From an optimization exercise on the open Yosys and OpenROAD flow, aimed at small area; shortcuts taken in it are not production practice. At most, simulation tests tie the RTL to the original design; equivalence was not proved. Power is estimated from default activity; no workload was simulated.

tundra:
==> flow/design.v <==
module weakcore(
	input wire clk, input wire rst,
	input wire [31:0] bus_in,
	output wire [31:0] bus_out,
	output wire [31:0] bus_addr,
	output wire bus_req,
	input wire bus_ack,
	output wire bus_wr,
	output wire [3:0] bus_wr_mask);
	reg s_if, s_idle, s_id, s_exe, s_wb;
	reg [31:2] ir;
	reg [31:2] pc;
	reg [31:0] A;
	reg tk;
	wire [2:0] f3 = ir[14:12];
	wire [4:0] rd = ir[11:7];
	wire [4:0] rs1 = ir[19:15];
	wire [4:0] rs2 = ir[24:20];
	wire is_u	= ir[4] & ir[2];		 
	wire is_auipc	= is_u & ~ir[5];
	wire is_alu	= ir[4] & ~ir[2];		 
	wire is_op	= is_alu & ir[5];
	wire is_jump	= ir[6] & ir[2];		 
	wire is_jal	= ir[3];
	wire is_jalr	= is_jump & ~ir[3];
	wire is_br	= ir[6] & ~ir[2];
	wire is_mem	= ~ir[6] & ~ir[4];		 
	wire is_ld	= is_mem & ~ir[5];
	wire is_st	= is_mem & ir[5];
	wire no_wb	= ir[5] & ~ir[4] & ~ir[2];	 
	wire [4:0] ra = s_id ? rs1 : rs2;
	wire [31:0] wdata;
	wire exe_done = ~is_mem | bus_ack;
	wire we = s_exe & ~no_wb & exe_done;
	wire [31:0] rfq [1:31];
	genvar g;
	generate
		for (g = 1; g < 32; g = g + 1) begin : R
			reg [31:0] q;
			always @ (posedge clk)
				if (we && rd == g)
					q <= wdata;
			assign rfq[g] = q;
		end
	endgenerate
	reg [31:0] port;
	integer k;
	always @ (*) begin
		port = 32'b0;
		for (k = 1; k < 32; k = k + 1)
			port = port | (rfq[k] & {32{ra == k}});
	end
	wire [31:0] imm_i = {{21{ir[31]}}, ir[30:20]};
	wire [31:0] imm_s = {{21{ir[31]}}, ir[30:25], ir[11:7]};
	wire [31:0] imm_b = {{20{ir[31]}}, ir[7], ir[30:25], ir[11:8], 1'b0};
	wire [31:0] imm_u = {ir[31:12], 12'b0};
	wire [31:0] imm_j = {{12{ir[31]}}, ir[19:12], ir[20], ir[30:21], 1'b0};
	wire sel_i = (s_exe & ((is_alu & ~is_op) | is_ld)) |
		     (s_wb & is_jalr);
	wire sel_s = s_exe & is_st;
	wire sel_b = s_wb & is_br & tk;
	wire sel_u = s_exe & is_u;
	wire sel_j = s_wb & is_jal;
	wire sel_4 = (s_exe & is_jump) |
		     (s_wb & ~is_jump & ~(is_br & tk));
	wire sel_p = s_exe & (is_op | is_br);
	wire [31:0] imm = ({32{sel_i}} & imm_i) |
			  ({32{sel_s}} & imm_s) |
			  ({32{sel_b}} & imm_b) |
			  ({32{sel_u}} & imm_u) |
			  ({32{sel_j}} & imm_j) |
			  {29'b0, sel_4, 2'b0};
	wire [31:0] opb = ({32{sel_p}} & port) | imm;
	wire sub = s_exe & (is_br |
		(is_alu & ((f3[2:1] == 2'b01) |
			   (is_op & ir[30] & f3 == 3'b000))));
	wire sh_left = ~f3[2];
	wire sel_r = s_exe & is_alu & (f3[1:0] == 2'b01) & sh_left;
	wire sel_a = (s_exe & ~is_u & ~is_jump & ~sel_r) | (s_wb & is_jalr);
	wire [31:0] a_rev;
	generate
		for (g = 0; g < 32; g = g + 1) begin : REV
			assign a_rev[g] = A[31 - g];
		end
	endgenerate
	wire sel_pc = s_if | (s_exe & (is_auipc | is_jump)) |
		      (s_wb & ~is_jalr);
	wire [31:0] op1 = ({32{sel_a}} & A) | ({32{sel_pc}} & {pc, 2'b00}) |
			  ({32{sel_r}} & a_rev);
	wire [31:0] op2 = opb ^ {32{sub}};
	wire [32:0] sum = {1'b0, op1} + {1'b0, op2} + {32'b0, sub};
	wire lt = (A[31] ^ opb[31]) ? A[31] : sum[31];
	wire ltu = ~sum[32];
	wire [31:0] x_xor = A ^ opb;
	wire eq = ~|x_xor;
	wire br_cond = f3[2] ? (f3[1] ? ltu : lt) : eq;
	wire taken = br_cond ^ f3[0];
	wire [31:0] sh_in = op1;
	wire sh_fill = ~sh_left & ir[30] & A[31];
	wire [32:0] sh_ext = {sh_fill, sh_in};
	wire [32:0] sh_out = $signed(sh_ext) >>> opb[4:0];
	wire [31:0] sh_rev;
	generate
		for (g = 0; g < 32; g = g + 1) begin : REV2
			assign sh_rev[g] = sh_out[31 - g];
		end
	endgenerate
	reg [31:0] alu;
	always @ (*) begin
		case (f3)
		3'b000: alu = sum[31:0];
		3'b001: alu = sh_rev;
		3'b010: alu = {31'b0, lt};
		3'b011: alu = {31'b0, ltu};
		3'b100: alu = x_xor;
		3'b101: alu = sh_out[31:0];
		3'b110: alu = A | opb;
		default: alu = A & opb;
		endcase
	end
	wire [1:0] ea = sum[1:0];
	wire [15:0] ld_h = ea[1] ? bus_in[31:16] : bus_in[15:0];
	wire [7:0] ld_b = ea[0] ? ld_h[15:8] : ld_h[7:0];
	wire ld_sign = ~f3[2] & (f3[0] ? ld_h[15] : ld_b[7]);
	wire [31:0] ld = {f3[1] ? bus_in[31:16] : {16{ld_sign}},
			  (f3[1:0] == 2'b00) ? {8{ld_sign}} : ld_h[15:8],
			  (f3[1:0] == 2'b00) ? ld_b : ld_h[7:0]};
	assign wdata = is_ld ? ld : (is_alu ? alu : sum[31:0]);
	always @ (posedge clk) begin
		if (~rst) begin
			s_if <= 1'b1;
			s_idle <= 1'b0;
			s_id <= 1'b0;
			s_exe <= 1'b0;
			s_wb <= 1'b0;
		end else begin
			s_if <= s_wb | (s_if & ~bus_ack);
			s_idle <= s_if & bus_ack;
			s_id <= s_idle;
			s_exe <= s_id | (s_exe & ~exe_done);
			s_wb <= s_exe & exe_done;
		end
	end
	always @ (posedge clk) begin
		if (~rst)
			pc <= 30'b0;
		else if (s_wb)
			pc <= sum[31:2];
	end
	always @ (posedge clk) begin
		if (s_if)
			ir <= bus_in[31:2];
		if (s_id)
			A <= port;
		tk <= taken;
	end
	assign bus_req = s_if | (s_exe & is_mem);
	assign bus_wr = s_exe & is_st;
	assign bus_addr = {sum[31:2], 2'b00};
	assign bus_out = {f3[1] ? port[31:24] : (f3[0] ? port[15:8] : port[7:0]),
			  f3[1] ? port[23:16] : port[7:0],
			  (f3[1] | f3[0]) ? port[15:8] : port[7:0],
			  port[7:0]};
	assign bus_wr_mask = f3[1] ? 4'b1111 :
			     f3[0] ? (ea[1] ? 4'b1100 : 4'b0011) :
			     (4'b0001 << ea);
endmodule
==> flow/config.mk <==
export PLATFORM = sky130hd
export DESIGN_NAME = weakcore
export DESIGN_NICKNAME = weakcore
export VERILOG_FILES = /design/flow/design.v
export SDC_FILE = /design/flow/constraint.sdc
export NUM_CORES = 4
export LEC_CHECK = 0
export CAP_MARGIN = 5
export CORE_MARGIN = 2
export CORE_UTILIZATION = 60
export SLEW_MARGIN = 5
==> flow/constraint.sdc <==
create_clock -name core_clock -period 10.0 [get_ports {clk}]
set_input_delay 2.0000 -clock core_clock [delete_from_list [all_inputs] [get_ports {clk}]]
set_output_delay 2.0000 -clock core_clock [all_outputs]
set_load 0.01 [all_outputs]
standard.sh (not shown) runs the stock make flow with config.mk's settings and CLKGATE_MAP_FILE= SYNTH_SCRIPT=/design/flow/synth_recipe.tcl, a recipe that flattens the netlist after the stock synthesis.
==> flow/flow/run.sh <==
#!/bin/bash
# Layout flow: the standard ORFS flow (standard.sh) with these changes:
#  - synthesis: the standard script (synth_recipe.tcl) with only ABC's script
#    replaced by flow/area.abc, and no pre-mapped adder cells / Kogge-Stone
#    adder map, so ABC maps the adder logic itself (registers are unchanged);
#  - port buffers use sky130_fd_sc_hd__buf_1;
#  - CTS: clkbuf_16 leaf clusters of up to 25 sinks, no dummy loads.
# Each tool's log is in orfs/logs/; make's output is in flow_make.log.
set -euo pipefail
here=$(pwd)

# synthesis script = synth_recipe.tcl plus an override of the abc command
{
  head -n 1 synth_recipe.tcl
  cat <<'EOT'
proc abc {args} {
  set i [lsearch -exact $args -script]
  if {$i >= 0} { lset args [expr {$i + 1}] $::env(MY_ABC_SCRIPT) }
  yosys abc {*}$args
}
EOT
  tail -n +2 synth_recipe.tcl
} > my_synth.tcl

export MY_ABC_SCRIPT=$here/flow/area.abc
export BUFFER_PORTS_ARGS="-buffer_cell sky130_fd_sc_hd__buf_1"
export CTS_ARGS="-sink_clustering_enable -repair_clock_nets -dont_use_dummy_load -buf_list sky130_fd_sc_hd__clkbuf_16 -sink_clustering_size 25 -sink_clustering_max_diameter 80"

sed -e "s#SYNTH_SCRIPT=[^ ]*#SYNTH_SCRIPT=$here/my_synth.tcl ADDER_MAP_FILE= SYNTH_OPERATIONS_ARGS=-nofsm#" standard.sh > my_standard.sh
bash my_standard.sh finish > flow_make.log 2>&1
==> flow/flow/area.abc <==
strash
&get -n
&st
&dch -f
&nf
&put
buffer -c
topo
stime -c
upsize -c
dnsize -c
Edits applied to the flow inputs when going from tundra to nickel:
--- a/flow/design.v
+++ b/flow/design.v
@@ -28,31 +28,62 @@
 	wire is_ld	= is_mem & ~ir[5];
 	wire is_st	= is_mem & ir[5];
 	wire no_wb	= ir[5] & ~ir[4] & ~ir[2];	 
 	wire [4:0] ra = s_id ? rs1 : rs2;
 	wire [31:0] wdata;
 	wire exe_done = ~is_mem | bus_ack;
-	wire we = s_exe & ~no_wb & exe_done;
+	wire wstart = s_exe & ~no_wb & exe_done;
+	reg [1:0] phi;
+	reg [31:0] W;
+	reg [4:0] wrd;
+	reg [3:0] wsh;
+	wire wact = |wsh;
+	always @ (posedge clk) begin
+		if (~rst)
+			phi <= 2'b00;
+		else
+			phi <= phi + 2'b01;
+		wsh <= {wsh[2:0], wstart};
+		if (wstart) begin
+			W <= wdata;
+			wrd <= rd;
+		end
+	end
+	wire [7:0] inj;
 	wire [31:0] rfq [1:31];
-	genvar g;
+	genvar g, j;
 	generate
+		for (j = 0; j < 8; j = j + 1) begin : INJ
+			assign inj[j] = W[4 * j + {~phi[1], ~phi[0]}];
+		end
 		for (g = 1; g < 32; g = g + 1) begin : R
 			reg [31:0] q;
+			wire wsel = wact & (wrd == g);
+			wire [31:0] q_next;
+			for (j = 0; j < 8; j = j + 1) begin : RING
+				assign q_next[4 * j + 3 -: 4] =
+					{q[4 * j + 2 -: 3], wsel ? inj[j] : q[4 * j + 3]};
+			end
 			always @ (posedge clk)
-				if (we && rd == g)
-					q <= wdata;
+				q <= q_next;
 			assign rfq[g] = q;
 		end
 	endgenerate
-	reg [31:0] port;
+	reg [31:0] port_phys;
 	integer k;
 	always @ (*) begin
-		port = 32'b0;
+		port_phys = 32'b0;
 		for (k = 1; k < 32; k = k + 1)
-			port = port | (rfq[k] & {32{ra == k}});
+			port_phys = port_phys | (rfq[k] & {32{ra == k}});
 	end
+	wire [31:0] port;
+	generate
+		for (j = 0; j < 32; j = j + 1) begin : UNROT
+			assign port[j] = port_phys[(j & ~3) + ((j + phi) & 3)];
+		end
+	endgenerate
 	wire [31:0] imm_i = {{21{ir[31]}}, ir[30:20]};
 	wire [31:0] imm_s = {{21{ir[31]}}, ir[30:25], ir[11:7]};
 	wire [31:0] imm_b = {{20{ir[31]}}, ir[7], ir[30:25], ir[11:8], 1'b0};
 	wire [31:0] imm_u = {ir[31:12], 12'b0};
 	wire [31:0] imm_j = {{12{ir[31]}}, ir[19:12], ir[20], ir[30:21], 1'b0};
 	wire sel_i = (s_exe & ((is_alu & ~is_op) | is_ld)) |
### Flow results
Looking at first-pass GRT wire length, nickel sits below tundra. Flip-flop and latch count came out higher on nickel than on tundra. | time the worst path needs with I/O delays and setup | lower: tundra |. Area growth from synthesis to layout in nickel is 3.3 points higher than in tundra. Total of cells resized after clock tree synthesis | nickel above tundra. nickel: cell count after synthesis higher than tundra. nickel: net count of the finished layout 1115 above tundra. For tundra, the timing startpoint of the critical path was ir[22], unlike nickel, where it was s_id. Power: nickel vs tundra down 8.0%. Global-route usage delta for nickel relative to tundra: 4.9 points lower. Final cell area: nickel below tundra. In terms of antenna violation net count after detailed routing, tundra and nickel differ only marginally. nickel against tundra: routed wire length fell 28000 um, routability congestion estimate lower, die height now sits lower.
Only the layout flow was run in nickel; the RTL was not checked for function there.

## port drivers added, routing unchanged
The results above use ideal ports. As a check the final layouts listed here were re-extracted and re-timed, cells and wires unchanged. Step 1 (the two cells are an assumption about what drives the block):
set clk [get_ports {clk}]
set_driving_cell -lib_cell sky130_fd_sc_hd__clkbuf_16 $clk
set_driving_cell -lib_cell sky130_fd_sc_hd__buf_2 [delete_from_list [all_inputs] $clk]
Step 2 moves the port delays by t, midway between the first and last clock arrival at a register: inputs arrive t later, outputs are due t later. That takes back most of the time a late clock gives input paths. a / b / c = ideal / step 1 / step 2; a / b = the first two.
run | t, ns | slack for setup (ns) | worst setup path at the end | worst slew at a driven data input, ns
tundra | 0.729 | 0.545 / 0.476 / 1.204 | register to output | 0.05
nickel | 0.695 | 0.117 / 0.050 / 0.745 | register to output | 0.11
After both steps every run listed still meets setup and hold.
